Background: an optimization exercise with open tools, aiming at small area. Do not read the settings as production practice. Function was checked by simulation only, so behaviour that the tests miss may differ from the original. Power figures rest on the tool's default switching activity, not on a simulated workload.

==> flow/design.v <==
`timescale 1ns / 1ps
module btn_debounce (
    input  logic clk,
    input  logic rst,
    input  logic btn_in,
    output logic btn_tick
);
    logic       d1, d2, d3, d4;
    logic [7:0] o;
    logic       set;
    assign set = d1 ^ d2;
    always_ff @(posedge clk or posedge rst) begin
        if (rst) begin
            d1 <= 1'b0;
            d2 <= 1'b0;
            d3 <= 1'b0;
            d4 <= 1'b0;
            o  <= 8'd0;
        end else begin
            d1 <= btn_in;
            d2 <= d1;
            d4 <= d3;
            if (set) o <= 8'd0;
            else if (!o[7]) o <= o + 8'd1;
            else d3 <= d2;
        end
    end
    assign btn_tick = d3 & ~d4;
endmodule
`timescale 1ns / 1ps
module game_master_core (
    input  logic       clk,
    input  logic       rst,
    input  logic       u_btn,
    input  logic       r_btn,
    input  logic       l_btn,
    input  logic       die_en,
    input  logic [2:0] die_value,
    output logic [3:0] sec0,
    output logic [3:0] sec1,
    output logic [3:0] min0,
    output logic [3:0] min1,
    output logic [5:0] p1_position,
    output logic [5:0] p2_position,
    output logic [2:0] play_state,
    output logic       wait_p1,
    output logic       wait_p2,
    output logic [1:0] score_p1,
    output logic [1:0] score_p2,
    output logic       scl,
    input  logic       sda_i,
    output logic       sda_o,
    output logic       sda_oe
);
    logic u_tick, r_tick, l_tick;
    btn_debounce U_DB_U (.clk(clk), .rst(rst), .btn_in(u_btn), .btn_tick(u_tick));
    btn_debounce U_DB_R (.clk(clk), .rst(rst), .btn_in(r_btn), .btn_tick(r_tick));
    btn_debounce U_DB_L (.clk(clk), .rst(rst), .btn_in(l_btn), .btn_tick(l_tick));
    localparam logic [2:0] E_IDLE = 3'd0, E_SW = 3'd1, E_PLAY = 3'd2, E_STOP = 3'd3,
                           E_TO = 3'd4, E_END = 3'd5, E_RST = 3'd6;
    logic [2:0]  es;
    logic        start_r, restart_r;
    logic        play_en;
    logic        time_over;
    logic        game_final_r;
    logic [12:0] cnt;
    logic        end_wait;
    assign play_en    = (es == E_PLAY);
    assign play_state = es;
    assign end_wait   = (es == E_RST) && !restart_r && (cnt == 13'd3000);
    always_ff @(posedge clk or posedge rst) begin
        if (rst) begin
            es        <= E_IDLE;
            start_r   <= 1'b0;
            restart_r <= 1'b0;
        end else begin
            start_r   <= 1'b0;
            restart_r <= 1'b0;
            case (es)
                E_IDLE: if (u_tick) begin es <= E_SW; start_r <= 1'b1; end
                E_SW:   if (u_tick) es <= E_PLAY;
                E_PLAY: begin
                    if (time_over) es <= E_TO;
                    else if (game_final_r) es <= E_END;
                    else if (r_tick) es <= E_STOP;
                end
                E_STOP: if (r_tick) es <= E_PLAY;
                E_TO, E_END: if (l_tick) begin es <= E_RST; restart_r <= 1'b1; end
                E_RST: if (end_wait) begin es <= E_SW; start_r <= 1'b1; end
                default: es <= E_IDLE;
            endcase
        end
    end
    localparam logic [1:0] T_INIT = 2'd0, T_STOP = 2'd1, T_RUN = 2'd2, T_END = 2'd3;
    logic [1:0] ts;
    logic       clear_r;
    logic [9:0] tcnt;
    logic       tick;
    logic       m1;
    logic [3:0] m0;
    logic [2:0] s1;
    logic [3:0] s0;
    always_ff @(posedge clk or posedge rst) begin
        if (rst) begin
            ts      <= T_INIT;
            clear_r <= 1'b1;
        end else begin
            clear_r <= (ts == T_INIT) && !start_r;
            case (ts)
                T_INIT: if (start_r) ts <= T_STOP;
                T_STOP: if (play_en) ts <= T_RUN;
                T_RUN: begin
                    if (time_over || game_final_r) ts <= T_END;
                    else if (!play_en) ts <= T_STOP;
                end
                default: if (restart_r) ts <= T_INIT;
            endcase
        end
    end
    always_ff @(posedge clk or posedge rst) begin
        if (rst) begin
            tcnt <= 10'd0;
            tick <= 1'b0;
        end else if (ts != T_RUN) begin
            tick <= 1'b0;
        end else if (tcnt == 10'd999) begin
            tcnt <= 10'd0;
            tick <= 1'b1;
        end else begin
            tcnt <= tcnt + 10'd1;
            tick <= 1'b0;
        end
    end
    assign time_over = !m1 && (m0 == 4'd0) && (s1 == 3'd0) && (s0 == 4'd0);
    always_ff @(posedge clk or posedge rst) begin
        if (rst) begin
            m1 <= 1'b1;
            m0 <= 4'd0;
            s1 <= 3'd0;
            s0 <= 4'd0;
        end else if (clear_r) begin
            m1 <= 1'b1;
            m0 <= 4'd0;
            s1 <= 3'd0;
            s0 <= 4'd0;
        end else if (tick && !time_over) begin
            if (s0 != 4'd0) s0 <= s0 - 4'd1;
            else begin
                s0 <= 4'd9;
                if (s1 != 3'd0) s1 <= s1 - 3'd1;
                else begin
                    s1 <= 3'd5;
                    if (m0 != 4'd0) m0 <= m0 - 4'd1;
                    else begin
                        m0 <= 4'd9;
                        m1 <= 1'b0;
                    end
                end
            end
        end
    end
    assign sec0 = s0;
    assign sec1 = {1'b0, s1};
    assign min0 = m0;
    assign min1 = {3'b000, m1};
    localparam logic [3:0] P_IDLE = 4'd0, P_NEW = 4'd1, P_W1 = 4'd2, P_U1 = 4'd3,
                           P_W2 = 4'd4, P_U2 = 4'd5, P_CMP = 4'd6, P_I2C = 4'd7,
                           P_CHK = 4'd8, P_END = 4'd9, P_WRS = 4'd10;
    logic [3:0] ps;
    logic [5:0] p1, p2;
    logic [1:0] gw;
    logic       game_end_r;
    logic       up1, dn1, up2, dn2;
    logic       final_state, next_match_r;
    logic       pulse3, cmp_done;
    logic [5:0] p1_sum, p2_sum;
    assign pulse3   = (cnt == 13'd3000);
    assign cmp_done = (cnt == 13'd7999);
    assign p1_sum   = p1 + {3'b000, die_value};
    assign p2_sum   = p2 + {3'b000, die_value};
    function automatic logic [5:0] ladder(input logic [5:0] p);
        case (p)
            6'd3:    ladder = 6'd10;
            6'd8:    ladder = 6'd17;
            6'd23:   ladder = 6'd30;
            6'd11:   ladder = 6'd0;
            6'd35:   ladder = 6'd32;
            6'd26:   ladder = 6'd14;
            default: ladder = p;
        endcase
    endfunction
    function automatic logic is_up(input logic [5:0] p);
        is_up = (p == 6'd3) || (p == 6'd8) || (p == 6'd23);
    endfunction
    function automatic logic is_dn(input logic [5:0] p);
        is_dn = (p == 6'd11) || (p == 6'd35) || (p == 6'd26);
    endfunction
    always_ff @(posedge clk or posedge rst) begin
        if (rst) cnt <= 13'd0;
        else if (restart_r) cnt <= 13'd1;
        else if (es == E_RST) cnt <= cnt + 13'd1;
        else begin
            case (ps)
                P_U1, P_U2: begin
                    if (pulse3) cnt <= play_en ? 13'd0 : 13'd1;
                    else cnt <= cnt + 13'd1;
                end
                P_CMP: begin
                    if (play_en) cnt <= cmp_done ? 13'd0 : cnt + 13'd1;
                end
                default: cnt <= 13'd0;
            endcase
        end
    end
    always_ff @(posedge clk or posedge rst) begin
        if (rst) begin
            ps         <= P_IDLE;
            p1         <= 6'd0;
            p2         <= 6'd0;
            gw         <= 2'b00;
            game_end_r <= 1'b0;
            up1        <= 1'b0;
            dn1        <= 1'b0;
            up2        <= 1'b0;
            dn2        <= 1'b0;
        end else begin
            game_end_r <= 1'b0;
            if (restart_r) begin
                ps  <= P_IDLE;
                up1 <= 1'b0;
                dn1 <= 1'b0;
                up2 <= 1'b0;
                dn2 <= 1'b0;
            end else begin
                if (ps == P_IDLE && start_r) begin
                    ps <= P_NEW;
                    p1 <= 6'd0;
                    p2 <= 6'd0;
                end
                if (play_en) begin
                    case (ps)
                        P_NEW: ps <= P_W1;
                        P_W1: if (die_en) begin
                            ps <= P_U1;
                            p1 <= (p1_sum >= 6'd40) ? 6'd40 : p1_sum;
                        end
                        P_U1: if (pulse3) begin
                            ps  <= P_W2;
                            p1  <= ladder(p1);
                            up1 <= is_up(p1);
                            dn1 <= is_dn(p1);
                        end
                        P_W2: begin
                            up1 <= 1'b0;
                            dn1 <= 1'b0;
                            if (die_en) begin
                                ps <= P_U2;
                                p2 <= (p2_sum >= 6'd40) ? 6'd40 : p2_sum;
                            end
                        end
                        P_U2: if (pulse3) begin
                            ps  <= P_CMP;
                            p2  <= ladder(p2);
                            up2 <= is_up(p2);
                            dn2 <= is_dn(p2);
                        end
                        P_CMP: begin
                            up2 <= 1'b0;
                            dn2 <= 1'b0;
                            if (p1 == p2) gw <= 2'b00;
                            else if (p1 > p2) gw <= 2'b01;
                            else gw <= 2'b10;
                            if (cmp_done) ps <= P_I2C;
                        end
                        P_I2C: ps <= P_CHK;
                        P_CHK: begin
                            if (p1 == 6'd40 || p2 == 6'd40) begin
                                ps         <= P_END;
                                game_end_r <= 1'b1;
                            end else ps <= P_W1;
                        end
                        P_END: begin
                            if (final_state) ps <= P_WRS;
                            else if (next_match_r) begin
                                ps <= P_NEW;
                                p1 <= 6'd0;
                                p2 <= 6'd0;
                            end
                        end
                        default: ;
                    endcase
                end
            end
        end
    end
    assign p1_position = p1;
    assign p2_position = p2;
    assign wait_p1     = (ps == P_W1);
    assign wait_p2     = (ps == P_W2);
    localparam logic [2:0] V_IDLE = 3'd0, V_WAIT = 3'd1, V_UPD = 3'd2, V_CHK = 3'd3,
                           V_OVER = 3'd4;
    logic [2:0]  vs;
    logic [1:0]  sc1, sc2;
    logic [12:0] vcnt;
    logic [1:0]  game_result;
    assign final_state = (vs == V_OVER);
    assign game_result = (vs == V_CHK) ? 2'b00 : {sc2[1] & ~sc1[1], sc1[1] & ~sc2[1]};
    always_ff @(posedge clk or posedge rst) begin
        if (rst) begin
            vs           <= V_IDLE;
            sc1          <= 2'd0;
            sc2          <= 2'd0;
            vcnt         <= 13'd0;
            game_final_r <= 1'b0;
            next_match_r <= 1'b0;
        end else begin
            game_final_r <= 1'b0;
            next_match_r <= 1'b0;
            case (vs)
                V_IDLE: begin
                    sc1 <= 2'd0;
                    sc2 <= 2'd0;
                    if (start_r) vs <= V_WAIT;
                end
                V_WAIT: begin
                    if (restart_r) vs <= V_IDLE;
                    else if (game_end_r) vs <= V_UPD;
                end
                V_UPD: begin
                    if (vcnt == 13'd7999) begin
                        vcnt <= 13'd0;
                        vs   <= V_CHK;
                        if (!gw[1]) sc1 <= sc1 + 2'd1;
                        if (!gw[0]) sc2 <= sc2 + 2'd1;
                    end else vcnt <= vcnt + 13'd1;
                end
                V_CHK: begin
                    if (sc1[1] || sc2[1]) begin
                        vs           <= V_OVER;
                        game_final_r <= 1'b1;
                    end else begin
                        vs           <= V_WAIT;
                        next_match_r <= 1'b1;
                    end
                end
                V_OVER: if (restart_r) vs <= V_IDLE;
                default: vs <= V_IDLE;
            endcase
        end
    end
    assign score_p1 = sc1;
    assign score_p2 = sc2;
    localparam logic [1:0] C_IDLE = 2'd0, C_WR = 2'd1, C_WAIT = 2'd2;
    logic [1:0] cph;
    logic       cslave;    
    logic [1:0] creg;      
    logic       crst;      
    logic [1:0] cdat;      
    logic       m_idle, m_done;
    logic [1:0] p1v0, p2v0, p1v1, p2v1, p1v2, p2v2;
    always_comb begin
        case (gw)
            2'b01:   begin p1v0 = 2'd1; p2v0 = 2'd2; end
            2'b10:   begin p1v0 = 2'd2; p2v0 = 2'd1; end
            default: begin p1v0 = 2'd0; p2v0 = 2'd0; end
        endcase
        case (game_result)
            2'b00:   begin p1v1 = 2'd1; p2v1 = 2'd1; end
            2'b01:   begin p1v1 = 2'd2; p2v1 = 2'd3; end
            2'b10:   begin p1v1 = 2'd3; p2v1 = 2'd2; end
            default: begin p1v1 = 2'd0; p2v1 = 2'd0; end
        endcase
        p1v2 = dn1 ? 2'd1 : (up1 ? 2'd2 : 2'd0);
        p2v2 = dn2 ? 2'd1 : (up2 ? 2'd2 : 2'd0);
    end
    always_ff @(posedge clk or posedge rst) begin
        if (rst) begin
            cph    <= C_IDLE;
            cslave <= 1'b0;
            creg   <= 2'd0;
            crst   <= 1'b0;
            cdat   <= 2'd0;
        end else begin
            case (cph)
                C_IDLE: begin
                    crst <= 1'b0;
                    if (restart_r) begin
                        cph <= C_WR; cslave <= 1'b0; creg <= 2'd0; cdat <= 2'd0; crst <= 1'b1;
                    end else if (game_final_r) begin
                        cph <= C_WR; cslave <= 1'b0; creg <= 2'd1; cdat <= p1v1;
                    end else if (ps == P_I2C) begin
                        cph <= C_WR; cslave <= 1'b0; creg <= 2'd0; cdat <= p1v0;
                    end else if (up1 || dn1) begin
                        cph <= C_WR; cslave <= 1'b0; creg <= 2'd2; cdat <= p1v2;
                    end else if (up2 || dn2) begin
                        cph <= C_WR; cslave <= 1'b1; creg <= 2'd2; cdat <= p2v2;
                    end
                end
                C_WR: if (m_idle) cph <= C_WAIT;
                default: if (m_done) begin
                    if (crst) begin
                        if (cslave && creg[0]) cph <= C_IDLE;
                        else begin
                            cph    <= C_WR;
                            cslave <= cslave | creg[0];
                            creg   <= {1'b0, ~creg[0]};
                        end
                    end else if (!cslave && creg == 2'd0) begin
                        cph <= C_WR; cslave <= 1'b1; cdat <= p2v0;
                    end else if (!cslave && creg == 2'd1) begin
                        cph <= C_WR; cslave <= 1'b1; cdat <= p2v1;
                    end else cph <= C_IDLE;
                end
            endcase
        end
    end
    localparam logic [3:0] M_IDLE = 4'd0, M_S1 = 4'd1, M_S2 = 4'd2, M_AW = 4'd3,
                           M_AAW = 4'd4, M_RA = 4'd5, M_AR = 4'd6, M_WB = 4'd7,
                           M_AWB = 4'd8, M_P1 = 4'd9, M_P2 = 4'd10, M_P3 = 4'd11;
    logic [3:0] ms;
    logic [6:0] mc;
    logic [2:0] bc;
    logic       wack;
    logic       m_data, m_ack, rising, falling;
    logic [7:0] m_byte;
    assign m_idle  = (ms == M_IDLE);
    assign m_done  = (ms == M_P3);
    assign m_ack   = (ms == M_AAW) || (ms == M_AR) || (ms == M_AWB);
    assign m_data  = (ms == M_AW) || (ms == M_RA) || (ms == M_WB) || m_ack;
    assign rising  = (mc == 7'd26);
    assign falling = (mc == 7'd76);
    always_comb begin
        case (ms)
            M_AW:    m_byte = cslave ? 8'h54 : 8'hAA;
            M_RA:    m_byte = {6'd0, creg};
            default: m_byte = {6'd0, cdat};
        endcase
    end
    always_ff @(posedge clk or posedge rst) begin
        if (rst) begin
            ms   <= M_IDLE;
            mc   <= 7'd0;
            bc   <= 3'd0;
            wack <= 1'b1;
        end else begin
            case (ms)
                M_IDLE: begin
                    mc <= 7'd0;
                    if (cph == C_WAIT) begin
                        ms <= M_S1;
                        bc <= 3'd0;
                    end
                end
                M_S1: if (mc == 7'd49) begin mc <= 7'd0; ms <= M_S2; end else mc <= mc + 7'd1;
                M_S2: if (mc == 7'd49) begin mc <= 7'd0; ms <= M_AW; end else mc <= mc + 7'd1;
                M_AW, M_RA, M_WB: begin
                    mc <= (mc == 7'd99) ? 7'd0 : mc + 7'd1;
                    if (falling) begin
                        bc <= bc + 3'd1;
                        if (bc == 3'd7) ms <= ms + 4'd1;
                    end
                end
                M_AAW, M_AR, M_AWB: begin
                    mc <= (mc == 7'd99) ? 7'd0 : mc + 7'd1;
                    if (rising) wack <= sda_i;
                    if (falling) begin
                        if (wack || ms == M_AWB) begin
                            ms <= M_P1;
                            mc <= 7'd0;
                        end else ms <= ms + 4'd1;
                    end
                end
                M_P1: if (mc == 7'd49) begin mc <= 7'd0; ms <= M_P2; end else mc <= mc + 7'd1;
                M_P2: if (mc == 7'd24) begin mc <= 7'd0; ms <= M_P3; end else mc <= mc + 7'd1;
                M_P3: if (mc == 7'd24) begin mc <= 7'd0; ms <= M_IDLE; end else mc <= mc + 7'd1;
                default: ms <= M_IDLE;
            endcase
        end
    end
    always_comb begin
        scl    = 1'b1;
        sda_o  = 1'b1;
        sda_oe = 1'b1;
        if (m_data) scl = (mc >= 7'd25) && (mc <= 7'd74);
        else if (ms == M_S2 || ms == M_P1) scl = 1'b0;
        if (m_ack) sda_oe = 1'b0;
        case (ms)
            M_S1, M_S2, M_P1, M_P2: sda_o = 1'b0;
            M_AW, M_RA, M_WB:       sda_o = m_byte[~bc];
            default:                sda_o = 1'b1;
        endcase
    end
endmodule
==> flow/run.sh <==
#!/bin/bash
# synth_recipe.tcl (not shown) runs the flow's synth.tcl, then flattens the netlist and writes it again
# the make line also repeats each setting of config.mk as NAME=value (left out here)
make -C /OpenROAD-flow-scripts/flow DESIGN_CONFIG=/design/flow/config.mk WORK_HOME=/design/flow/orfs CLKGATE_MAP_FILE= SYNTH_SCRIPT=/design/flow/synth_recipe.tcl finish
==> flow/config.mk <==
export PLATFORM = sky130hd
export DESIGN_NAME = game_master_core
export DESIGN_NICKNAME = game_master_core
export VERILOG_FILES = /design/flow/design.v
export SDC_FILE = /design/flow/constraint.sdc
export NUM_CORES = 4
export LEC_CHECK = 0
export CAP_MARGIN = 20
export CORE_MARGIN = 2
export CORE_UTILIZATION = 40
export PLACE_DENSITY = 0.6
export SLEW_MARGIN = 20
==> flow/constraint.sdc <==
create_clock -name core_clock -period 10.0 [get_ports {clk}]
set_input_delay 2.0000 -clock core_clock [delete_from_list [all_inputs] [get_ports {clk}]]
set_output_delay 2.0000 -clock core_clock [all_outputs]
set_load 0.01 [all_outputs]
==> out/qor.yml <==
routed_via_density: 5.366
grt_start_max_net_pins: 82
post-dp-hpwl_mm: 14.59
postCtsSetupBuffers: 0
cts_tree: "yes"
synthTopCellsByCount: "nor2_1, dfrtp_1, nand2_1, o21ai_0, a21oi_1"
synth_area_leaders: "dfrtp_1, nor2_1, ha_1, o21ai_0, nand2_1"
cts_num_sinks: 148
worst-path-stages: 8
critPathBufInv: 2
cp-start-kind: "flip-flop"
drive_gt1_frac: 0.07214
maxSlewViolCount: 0
antenna_found_initial: 0
timing.rr.end: "mc[4]"
netlist_area_um2: 9398
finalCriticalPeriod_ps: 4850
fp-row-count: 56
post-route-period-util: 0.4850
fp.dieH_um: 157.3
min_to: "U_DB_L.d4"
nNetsFinal: 1147
clk_latency_ps: 420
synth_top_cell_by_area: "dfrtp_1"
wl_per_cell_um: 14.35
yosysMostFrequentCell: "nor2_1"
num_antenna_cells: 0
worstPathArrival_ps: 2850
worst_slew_pin_slew_ps: 841.5
avgSynthCellArea_um2: 8.710
path_max_fanout: 5
critPathRequiredTime_ps: 8000
seq_area_frac_synth: 0.3945
skew_ps: 16.46
vias: 7662
initial_core_util: 0.4040
drcViolationCount: 0
groute.usage.overall: 0.1746
clock_path_buffers: 2
grt_pass1_wl_mm: 35.38
critPathTopFamily: "buffers and inverters"
leakagePower_nw: 4.478
synthArstFlopShare: 1.000
status: "timing/DRC/antenna clean"
setup_tns_ps: 0
ctsHoldBuffers: 0
setup_violations: 0
ys.flop_type: "dfrtp_1"
synth_edf_count: 0
hold_depth: 0
p_per_area_nw_per_um2: 126.8
postRouteAntennaNets: 0
core_um2: 23260
cts-resized-gates: 0
area_growth_pct: 13.53
worst_path_max_delay_cell: "clkdlybuf4s50_1"
grt_overflow: 0
slew_headroom: 0.4338
cts_buffers: 17
max_stage_delay_ps: 540
worstPathCellList: "inv_1, ha_1, or2_2, a22oi_1, and2_1, a21oi_1, a21oi_1, clkdlybuf4s50_1"
cts_root_buf: "clkbuf_16"
place.gp.congestion: 0.8395
fmax_mhz: 206.2
numPortBuffers: 45
syn_inst: 1079
synth_warnings: 2
synth_cell_types: 88
routed_wl_mm: 20.49
io_pins: 50
die_x_um: 157.3
rsz0062_at_grt: "no"
synth-seq-cells: 148
die_area_um2: 24740
synth_top_cell_area_share: 0.3861
holdWs_ps: 426.3
r2r_slack_ps: 7200
ir_drop_v: 0.00009073
drt_iter0_drc: 593
dr.pass1.iters: 5
min_path_type: "flip-flop to flip-flop"
cp-end-kind: "output pin"
rr_worst_depth: 9
nFillCells: 2292
grt_pass1_vias: 7274
htreeDepth: 4
path_class: "flip-flop to output pin"
r2r_start: "ms[0]"
drv_cap: 0
hold_viol_final: 0
cpMostUsedCell: "a21oi_1"
holdCritStartpoint: "U_DB_L.d3"
clk_pin_slew_ps: 70
==> per-stage QoR <==
stage / cells / setup slack, ps / util / instance area, µm² / total power, mW
floorplan: 1082 / 4025 / - / 9409 / 0.6534
detailed placement: 1396 / 5446 / 0.4308 / 10020 / 0.6663
finish: 1428 / 5150 / 0.4586 / 10670 / 1.353
global placement: 1396 / 5500 / 0.4308 / 10020 / 0.6661
global route: 1428 / 4914 / 0.4586 / 10670 / 1.405
CTS: 1428 / 5146 / 0.4585 / 10670 / 1.373
==> final cells by class <==
class                           count  area (µm²)  area share
Tap cell                          319       399.1     0.03741
Sequential cell                   148        3707      0.3475
Inverter                           53       203.9     0.01912
Clock buffer                       17       425.4     0.03987
Multi-Input combinational cell    829        5245      0.4916
Clock inverter                     15       219.0     0.02052
Timing Repair Buffer               47       469.2     0.04398
==> cell families (layout without fill, tap and decap cells) <==
| logic type | Yosys count | in the layout | share of synthesized area |
|---|---|---|---|
| compound gates | 248 | 248 | 0.1744 |
| xor+xnor | 56 | 56 | 0.05219 |
| fa+ha+maj | 41 | 41 | 0.05618 |
| buf+inv | 105 | 132 | 0.04860 |
| flops | 148 | 148 | 0.3945 |
| mux | 18 | 18 | 0.02050 |
| other cells | 1 | 4 | 0.0003990 |
| simple gates | 462 | 462 | 0.2532 |
==> state kept, by name, summed over array words and instances (netlist names), 3 cells and up <==
signal and count:
p2 6, ps 4, vcnt 13, es 3, cnt 13, m0 4, U_DB_R.o 8, vs 3
U_DB_L.o 8, ms 4, p1 6, U_DB_U.o 8, s1 3, tcnt 10, bc 3, mc 7
s0 4
==> cells in the final DEF, fill, tap and decap left out, drive strengths merged, types with 25 or more instances in the layout <==
cell type / instances
dfrtp: 145
o21ai: 73
clkdlybuf4s50: 45
nor2: 147
nand3: 39
nand2b: 25
nand2: 88
inv: 60
ha: 39
a21oi: 59
xor2: 34
nor3: 33
==> how the worst max path moves through the flow <==
| stage | slack (ps) | startpoint | end |
|---|---|---|---|
| 2_1_floorplan | 4030 | rst | U_DB_L.d1 |
| 3_3_place_gp | 5500 | die_value[0] | p1[2] |
| 3_5_place_dp | 5450 | die_value[0] | p1[2] |
| 4_1_cts | 5150 | ms[0] | scl |
| 5_1_grt | 4910 | ms[1] | scl |
| 6_report | 5150 | ms[0] | scl |
==> layer usage <==
metal	wire [µm]	vias to the layer above	global-route usage
met5	0	-	0
met4	272	0	0.05801
met3	666	26	0.03139
met2	9913	135	0.2857
met1	9633	3647	0.2340
li1	-	3854	-
==> worst register-to-register path, delay by kind of cell (launching register included) <==
kind                       cells  cell delay (ps)
and+or+nand+nor                2              440
buffers and inverters          1              100
adders and majority gates      1              260
AOI/OAI and AO/OA              5             1480
DFF                            1              370
==> report_power, final <==
group	leakage, nW	internal (mW)	switching, mW	total [mW]
clock network	0.315	0.426	0.272	0.699
logic	2.14	0.0144	0.0258	0.0402
registers	2.02	0.606	0.00791	0.614

re-timing with driven ports:
How much do the figures lean on ideal ports? The routed layout below was timed once more, with nothing changed but the port constraints. Step 1 assumes that a clkbuf_16 drives the clock port and a buf_2 every other input. Step 2 adds t to the input delays and takes it off the output delays; t is the mean of the earliest and latest rising clock arrival at the registers after step 1. Input paths then give back, and output paths get back, about the clock's delay inside the block. a / b / c = no drivers / after step 1 / after step 2; a / b = the first two.
shift t [ns]: 0.464
setup WS [ns]: 5.150 / 5.100 / 5.396
worst setup path at the end: input to register
worst register clock-pin slew, ns: 0.07 / 0.07
After both steps setup and hold are still met in this run. The setup slack of this run moves by -0.050 ns with the drivers and by +0.246 ns with both steps.
